Background: an optimization exercise with open tools, aiming at small area, a short achievable clock period and few clock cycles. Do not read the settings as production practice.
In this exercise RTL edits were held to simulation tests only and were not proved equivalent to the original.
Power and IR drop assume default switching activity.

## run A
==> flow/design.v (excerpt) <==
module dna_vt_consensus (
	input  logic        clk,
	input  logic        rst_n,
	input  logic        in_valid,
	output logic        in_ready,
	input  logic [31:0] in_strand,
	input  logic [5:0]  in_len,
	input  logic        in_last,
	output logic        out_valid,
	output logic [9:0]  out_codeword,
	output logic [4:0]  out_data,
	output logic        out_syndrome_ok
);
Size: roughly 4400 um^2 of cells after synthesis.
clock: 62.0 ns
lec_check: 0
abc_area: 1
cap_margin: 20
core_margin: 2
core_utilization: 50
cts_buf_list: sky130_fd_sc_hd__clkbuf_4 sky130_fd_sc_hd__clkbuf_8 sky130_fd_sc_hd__clkbuf_16
cts_cluster_diameter: 30
cts_cluster_size: 6
place_density: 0.6
setup_slack_margin: 3
slew_margin: 20
standard.sh (not shown) runs the stock make flow with config.mk's settings and CLKGATE_MAP_FILE= SYNTH_SCRIPT=/design/flow/synth_recipe.tcl, a recipe that flattens the netlist after the stock synthesis.
==> flow/flow/run.sh <==
#!/bin/bash
# Standard layout with two changes: after the standard synthesis the
# combinational logic is re-mapped for area (flow/recover.sh; registers and
# full-adder cells are
# kept as synthesized), and the ports are buffered with buf_2 cells.
set -euo pipefail
R=orfs/results/sky130hd/dna_vt_consensus/base
bash standard.sh synth > synth.log 2>&1
cp $R/1_2_yosys.v synth_standard.v
grep -m1 -o 'abc -script.*' orfs/logs/sky130hd/dna_vt_consensus/base/1_2_yosys.log | grep -o -- '-dont_use [^ ]*' | tr '\n' ' ' > dont_use.txt
python3 flow/libmodels.py $FLOW_HOME/platforms/sky130hd/lib/sky130_fd_sc_hd__tt_025C_1v80.lib cell_models.v sky130_fd_sc_hd__fa_1,sky130_fd_sc_hd__fa_2,sky130_fd_sc_hd__fa_4 > libmodels.log 2>&1
bash flow/recover.sh synth_standard.v $R/1_2_yosys.v cell_models.v dont_use.txt > recover.log 2>&1
BUFFER_PORTS_ARGS="-buffer_cell sky130_fd_sc_hd__buf_2" bash standard.sh finish > finish.log 2>&1
==> flow/flow/area.abc <==
strash
&get -n
&deepsyn -T 60
&dch
&nf -p -F 8 -A 4 -C 32 -R 1000
&put
topo
==> flow/flow/libmodels.py <==
# Write Verilog models (assign per output from the liberty function) of the
# combinational cells of a liberty file.
import re, sys
KEEP = set(sys.argv[3].split(',')) if len(sys.argv) > 3 else set()
lib = open(sys.argv[1]).read()
out = []
for m in re.finditer(r'\n\s*cell\s*\(\s*"?([\w]+)"?\s*\)\s*\{', lib):
    name = m.group(1)
    # find cell body by brace matching
    i = m.end(); depth = 1
    while depth:
        if lib[i] == '{': depth += 1
        elif lib[i] == '}': depth -= 1
        i += 1
    body = lib[m.end():i]
    seq = bool(re.search(r'\n\s*(ff|latch|statetable)\s*\(', body))
    pins = []
    for pm in re.finditer(r'\n\s*pin\s*\(\s*"?(\w+)"?\s*\)\s*\{', body):
        j = pm.end(); d = 1
        while d:
            if body[j] == '{': d += 1
            elif body[j] == '}': d -= 1
            j += 1
        pb = body[pm.end():j]
        dm = re.search(r'direction\s*:\s*"?(\w+)"?', pb)
        fm = re.search(r'function\s*:\s*"([^"]*)"', pb)
        pins.append((pm.group(1), dm.group(1) if dm else None, fm.group(1) if fm else None))
    seen=set(); pins=[x for x in pins if not (x[0] in seen or seen.add(x[0]))]
    ins = [p for p, d, f in pins if d == 'input']
    outs = [(p, f) for p, d, f in pins if d == 'output' and f]
    if seq or not ins or name in KEEP:
        allo = [p for p, d, f in pins if d == 'output']
        if not allo: continue
        s = '(* blackbox *)\nmodule %s(%s);\n' % (name, ', '.join(ins + allo))
        s += ''.join('  input %s;\n' % p for p in ins) + ''.join('  output %s;\n' % p for p in allo) + 'endmodule\n'
        out.append(s); continue
    if not outs: continue
    if any(re.search(r'VPWR|VGND|KAPWR|SLEEP', f) for p, f in outs): continue
    ports = ins + [p for p, f in outs]
    s = 'module %s(%s);\n' % (name, ', '.join(ports))
    s += ''.join('  input %s;\n' % p for p in ins)
    s += ''.join('  output %s;\n' % p for p, f in outs)
    for p, f in outs:
        e = f.replace('!', '~').replace('*', '&').replace('+', '|')
        e = re.sub(r'\)\s*\(', ') & (', e)
        s += '  assign %s = %s;\n' % (p, e)
    s += 'endmodule\n'
    out.append(s)
open(sys.argv[2], 'w').write('\n'.join(out))
print(len(out), 'models')
==> flow/flow/recover.sh <==
#!/bin/bash
# Area recovery on the standard synthesis: re-map the combinational logic of
# netlist IN with ABC for area only (ABC script flow/area.abc) and write OUT.
# Flip-flops, tie cells and full adders stay as they are (same instances,
# names and cell
# types); the other combinational cells are read as their liberty functions.
# usage: recover.sh IN OUT MODELS DONTUSE_FILE
set -euo pipefail
IN=$1; OUT=$2; MODELS=$3; DONTUSE=$4
F=$(dirname $(readlink -f $0))
LIB=$FLOW_HOME/platforms/sky130hd/lib/sky130_fd_sc_hd__tt_025C_1v80.lib
cat > recover.ys <<EOY
read_verilog $MODELS
read_verilog $IN
hierarchy -top $FLOW_TOP
proc
flatten
techmap
opt_clean -purge
opt -fast
abc -liberty $LIB $(cat $DONTUSE) -script $F/area.abc
splitnets
opt_clean -purge
hilomap -singleton -hicell sky130_fd_sc_hd__conb_1 HI -locell sky130_fd_sc_hd__conb_1 LO
insbuf -buf sky130_fd_sc_hd__buf_4 A X
tee -o recover_stat.txt stat -liberty $LIB
write_verilog -noattr -nohex -nodec $OUT
EOY
yosys -s recover.ys
Testbench counts of run A, summed over its fixed seeds: cycles 13,845.
diff inputs: run A => run B
==> flow/flow/run.sh <==
#!/bin/bash
# Standard layout with two changes: after the standard synthesis the
# combinational logic is re-mapped for area (flow/recover.sh; registers are
# kept as synthesized), and the ports are buffered with buf_2 cells.
set -euo pipefail
R=orfs/results/sky130hd/dna_vt_consensus/base
bash standard.sh synth > synth.log 2>&1
cp $R/1_2_yosys.v synth_standard.v
grep -m1 -o 'abc -script.*' orfs/logs/sky130hd/dna_vt_consensus/base/1_2_yosys.log | grep -o -- '-dont_use [^ ]*' | tr '\n' ' ' > dont_use.txt
python3 flow/libmodels.py $FLOW_HOME/platforms/sky130hd/lib/sky130_fd_sc_hd__tt_025C_1v80.lib cell_models.v > libmodels.log 2>&1
bash flow/recover.sh synth_standard.v $R/1_2_yosys.v cell_models.v dont_use.txt > recover.log 2>&1
BUFFER_PORTS_ARGS="-buffer_cell sky130_fd_sc_hd__buf_2" bash standard.sh finish > finish.log 2>&1
==> flow/flow/area.abc <==
strash
&get -n
&dch
&nf -R 1000
&put
topo
--- a/flow/flow/libmodels.py
+++ b/flow/flow/libmodels.py
@@ -2,5 +2,4 @@
 # combinational cells of a liberty file.
 import re, sys
-KEEP = set(sys.argv[3].split(',')) if len(sys.argv) > 3 else set()
 lib = open(sys.argv[1]).read()
 out = []
@@ -29,5 +28,5 @@
     ins = [p for p, d, f in pins if d == 'input']
     outs = [(p, f) for p, d, f in pins if d == 'output' and f]
-    if seq or not ins or name in KEEP:
+    if seq or not ins:
         allo = [p for p, d, f in pins if d == 'output']
         if not allo: continue
--- a/flow/flow/recover.sh
+++ b/flow/flow/recover.sh
@@ -2,7 +2,6 @@
 # Area recovery on the standard synthesis: re-map the combinational logic of
 # netlist IN with ABC for area only (ABC script flow/area.abc) and write OUT.
-# Flip-flops, tie cells and full adders stay as they are (same instances,
-# names and cell
-# types); the other combinational cells are read as their liberty functions.
+# Flip-flops and tie cells stay as they are (same instances, names and cell
+# types); the combinational cells are read as their liberty functions.
 # usage: recover.sh IN OUT MODELS DONTUSE_FILE
 set -euo pipefail
Notes after the runs:
Comparing run A and run B, via total after detailed routing is higher on run B. Higher final total power goes to run B over run A. Per the comparison of run B with run A, slack of the critical path shows a reduction of 8.8 ps; floorplan core area shows an increase of 2.0%; global-route usage shows an increase of 0.55 points. Run B reports its timing startpoint of the critical path as t[4][4]$_DFF_P_ while run A reports t[5][4]$_DFF_P_. | floorplan die area | run B vs run A | 330 um^2 higher |. On clock-pin slew of the registers on the worst-case setup and hold paths, run A and run B are neck and neck. Detailed-routed wire length on met2: run B vs run A down about 3%. Final area deteriorates in run B relative to run A.
Input changes introduced in run C (baseline for comparison: run B):
==> flow/flow/run.sh <==
#!/bin/bash
# Standard layout with two changes:
# - after the standard synthesis, the combinational logic is re-mapped for
#   area (flow/recover.sh); registers, tie cells and full-adder cells are
#   kept as synthesized, with their names and cell types;
# - the ports are buffered with buf_2 cells.
# Each tool writes its full output to its own log file in this folder.
set -euo pipefail
R=orfs/results/sky130hd/dna_vt_consensus/base
LIB=$FLOW_HOME/platforms/sky130hd/lib/sky130_fd_sc_hd__tt_025C_1v80.lib
bash standard.sh synth > synth.log 2>&1
cp $R/1_2_yosys.v synth_standard.v
# the standard synthesis's don't-use cells, as it passed them to ABC
grep -m1 -o 'abc -script.*' orfs/logs/sky130hd/dna_vt_consensus/base/1_2_yosys.log | grep -o -- '-dont_use [^ ]*' | tr '\n' ' ' > dont_use.txt
python3 flow/libmodels.py $LIB cell_models.v sky130_fd_sc_hd__fa_1,sky130_fd_sc_hd__fa_2,sky130_fd_sc_hd__fa_4 > libmodels.log 2>&1
bash flow/recover.sh synth_standard.v $R/1_2_yosys.v cell_models.v dont_use.txt > recover.log 2>&1
BUFFER_PORTS_ARGS="-buffer_cell sky130_fd_sc_hd__buf_2" bash standard.sh finish > finish.log 2>&1
==> flow/flow/area.abc <==
strash
&get -n
&deepsyn -T 60
&dch
&nf -p -F 8 -A 4 -C 32 -R 1000
&put
topo
--- a/flow/flow/libmodels.py
+++ b/flow/flow/libmodels.py
@@ -2,4 +2,5 @@
 # combinational cells of a liberty file.
 import re, sys
+KEEP = set(sys.argv[3].split(',')) if len(sys.argv) > 3 else set()
 lib = open(sys.argv[1]).read()
 out = []
@@ -28,5 +29,5 @@
     ins = [p for p, d, f in pins if d == 'input']
     outs = [(p, f) for p, d, f in pins if d == 'output' and f]
-    if seq or not ins:
+    if seq or not ins or name in KEEP:
         allo = [p for p, d, f in pins if d == 'output']
         if not allo: continue
--- a/flow/flow/recover.sh
+++ b/flow/flow/recover.sh
@@ -2,6 +2,7 @@
 # Area recovery on the standard synthesis: re-map the combinational logic of
 # netlist IN with ABC for area only (ABC script flow/area.abc) and write OUT.
-# Flip-flops and tie cells stay as they are (same instances, names and cell
-# types); the combinational cells are read as their liberty functions.
+# Cells that MODELS declares as black boxes (flip-flops, tie cells, full
+# adders) stay as they are, with their instance names and cell types; the
+# other cells are read as their liberty functions.
 # usage: recover.sh IN OUT MODELS DONTUSE_FILE
 set -euo pipefail
--- a/flow/config.mk
+++ b/flow/config.mk
@@ -10,7 +10,7 @@
 export CORE_MARGIN = 2
 export CORE_UTILIZATION = 50
-export CTS_BUF_LIST = sky130_fd_sc_hd__clkbuf_4 sky130_fd_sc_hd__clkbuf_8 sky130_fd_sc_hd__clkbuf_16
+export CTS_BUF_LIST = sky130_fd_sc_hd__clkbuf_4 sky130_fd_sc_hd__clkbuf_8
 export CTS_CLUSTER_DIAMETER = 30
-export CTS_CLUSTER_SIZE = 6
+export CTS_CLUSTER_SIZE = 5
 export PLACE_DENSITY = 0.6
 export SETUP_SLACK_MARGIN = 3
--- outcome ---
NOTE number of cells after detailed placement run B->run C decreased by a few percent. Min met2 demand-to-capacity share in global routing across run C and run B: run B. Maximum cell stage delay along the critical path: lower on run C. Period utilization: run C vs run B — no meaningful difference.
--- input diff run C..run D ---
==> flow/flow/run.sh <==
#!/bin/bash
# Standard layout with two changes: after the standard synthesis the
# combinational logic is re-mapped for area (flow/recover.sh; registers and
# full-adder cells are
# kept as synthesized), and the ports are buffered with buf_2 cells.
set -euo pipefail
R=orfs/results/sky130hd/dna_vt_consensus/base
bash standard.sh synth > synth.log 2>&1
cp $R/1_2_yosys.v synth_standard.v
grep -m1 -o 'abc -script.*' orfs/logs/sky130hd/dna_vt_consensus/base/1_2_yosys.log | grep -o -- '-dont_use [^ ]*' | tr '\n' ' ' > dont_use.txt
python3 flow/libmodels.py $FLOW_HOME/platforms/sky130hd/lib/sky130_fd_sc_hd__tt_025C_1v80.lib cell_models.v sky130_fd_sc_hd__fa_1,sky130_fd_sc_hd__fa_2,sky130_fd_sc_hd__fa_4 > libmodels.log 2>&1
bash flow/recover.sh synth_standard.v $R/1_2_yosys.v cell_models.v dont_use.txt > recover.log 2>&1
BUFFER_PORTS_ARGS="-buffer_cell sky130_fd_sc_hd__buf_2" bash standard.sh finish > finish.log 2>&1
--- a/flow/flow/recover.sh
+++ b/flow/flow/recover.sh
@@ -2,7 +2,7 @@
 # Area recovery on the standard synthesis: re-map the combinational logic of
 # netlist IN with ABC for area only (ABC script flow/area.abc) and write OUT.
-# Cells that MODELS declares as black boxes (flip-flops, tie cells, full
-# adders) stay as they are, with their instance names and cell types; the
-# other cells are read as their liberty functions.
+# Flip-flops, tie cells and full adders stay as they are (same instances,
+# names and cell
+# types); the other combinational cells are read as their liberty functions.
 # usage: recover.sh IN OUT MODELS DONTUSE_FILE
 set -euo pipefail
--- a/flow/config.mk
+++ b/flow/config.mk
@@ -10,7 +10,7 @@
 export CORE_MARGIN = 2
 export CORE_UTILIZATION = 50
-export CTS_BUF_LIST = sky130_fd_sc_hd__clkbuf_4 sky130_fd_sc_hd__clkbuf_8
-export CTS_CLUSTER_DIAMETER = 30
-export CTS_CLUSTER_SIZE = 5
+export CTS_BUF_LIST = sky130_fd_sc_hd__clkbuf_16
+export CTS_CLUSTER_DIAMETER = 500
+export CTS_CLUSTER_SIZE = 100
 export PLACE_DENSITY = 0.6
 export SETUP_SLACK_MARGIN = 3
## What came out
Run C consumes less power than run D. Status: maximum frequency parity (run D, run C). Lower critical path arrival goes to run D over run C. Final instance area, run C and run D, higher one = run D. Run D and run C ended up with roughly the same met1 layer usage reported by global route.
diff inputs: run D => run E
==> flow/flow/run.sh <==
#!/bin/bash
# Standard layout with two changes:
# - after the standard synthesis, the combinational logic is re-mapped for
#   area (flow/recover.sh); registers, tie cells and full-adder cells are
#   kept as synthesized, with their names and cell types;
# - the ports are buffered with buf_1 cells.
# Each tool writes its full output to its own log file in this folder.
set -euo pipefail
R=orfs/results/sky130hd/dna_vt_consensus/base
LIB=$FLOW_HOME/platforms/sky130hd/lib/sky130_fd_sc_hd__tt_025C_1v80.lib
bash standard.sh synth > synth.log 2>&1
cp $R/1_2_yosys.v synth_standard.v
# the standard synthesis's don't-use cells, as it passed them to ABC
grep -m1 -o 'abc -script.*' orfs/logs/sky130hd/dna_vt_consensus/base/1_2_yosys.log | grep -o -- '-dont_use [^ ]*' | tr '\n' ' ' > dont_use.txt
python3 flow/libmodels.py $LIB cell_models.v sky130_fd_sc_hd__fa_1,sky130_fd_sc_hd__fa_2,sky130_fd_sc_hd__fa_4 > libmodels.log 2>&1
bash flow/recover.sh synth_standard.v $R/1_2_yosys.v cell_models.v dont_use.txt > recover.log 2>&1
BUFFER_PORTS_ARGS="-buffer_cell sky130_fd_sc_hd__buf_1" bash standard.sh finish > finish.log 2>&1
--- a/flow/flow/recover.sh
+++ b/flow/flow/recover.sh
@@ -2,7 +2,7 @@
 # Area recovery on the standard synthesis: re-map the combinational logic of
 # netlist IN with ABC for area only (ABC script flow/area.abc) and write OUT.
-# Flip-flops, tie cells and full adders stay as they are (same instances,
-# names and cell
-# types); the other combinational cells are read as their liberty functions.
+# Cells that MODELS declares as black boxes (flip-flops, tie cells, full
+# adders) stay as they are, with their instance names and cell types; the
+# other cells are read as their liberty functions.
 # usage: recover.sh IN OUT MODELS DONTUSE_FILE
 set -euo pipefail
--- a/flow/config.mk
+++ b/flow/config.mk
@@ -10,7 +10,7 @@
 export CORE_MARGIN = 2
 export CORE_UTILIZATION = 50
-export CTS_BUF_LIST = sky130_fd_sc_hd__clkbuf_16
-export CTS_CLUSTER_DIAMETER = 500
-export CTS_CLUSTER_SIZE = 100
+export CTS_BUF_LIST = sky130_fd_sc_hd__clkbuf_4 sky130_fd_sc_hd__clkbuf_8 sky130_fd_sc_hd__clkbuf_16
+export CTS_CLUSTER_DIAMETER = 30
+export CTS_CLUSTER_SIZE = 6
 export PLACE_DENSITY = 0.6
 export SETUP_SLACK_MARGIN = 3
--- outcome ---
Wire length of the first global-routing pass, run D and run E: higher on run E
Run E gives less core utilization than run D did.
[compare] base=run D new=run E: sequential share of layout area now larger; fraction of power consumed by the clock network now smaller.

-- port drivers added, routing unchanged --
The flow's constraints put no driver on any port. The routed layouts listed below were extracted and timed again, unchanged, in two steps.
Step 1 assumes that a clkbuf_16 drives the clock port and a buf_2 every other input.
Step 2 moves the port delays by t, midway between the first and last clock arrival at a register: inputs arrive t later, outputs are due t later. That takes back most of the time a late clock gives input paths.
Slacks: ideal ports / drivers / drivers and shift; pairs: ideal ports / drivers.
run | t, ns | setup slack, ns | slew at the worst register clock pin (ns) | worst data-port slew with drivers (ns)
run A | 0.378 | 48.697 / 48.666 / 49.044 | 0.08 / 0.08 | 0.03
run B | 0.379 | 48.688 / 48.656 / 49.035 | 0.09 / 0.09 | 0.04
run C | 0.378 | 48.697 / 48.666 / 49.044 | 0.08 / 0.08 | 0.03
run D | 0.361 | 48.720 / 48.684 / 49.045 | 0.06 / 0.06 | 0.03
run E | 0.368 | 48.692 / 48.660 / 49.028 | 0.08 / 0.08 | 0.04
After both steps every run listed still meets setup and hold.
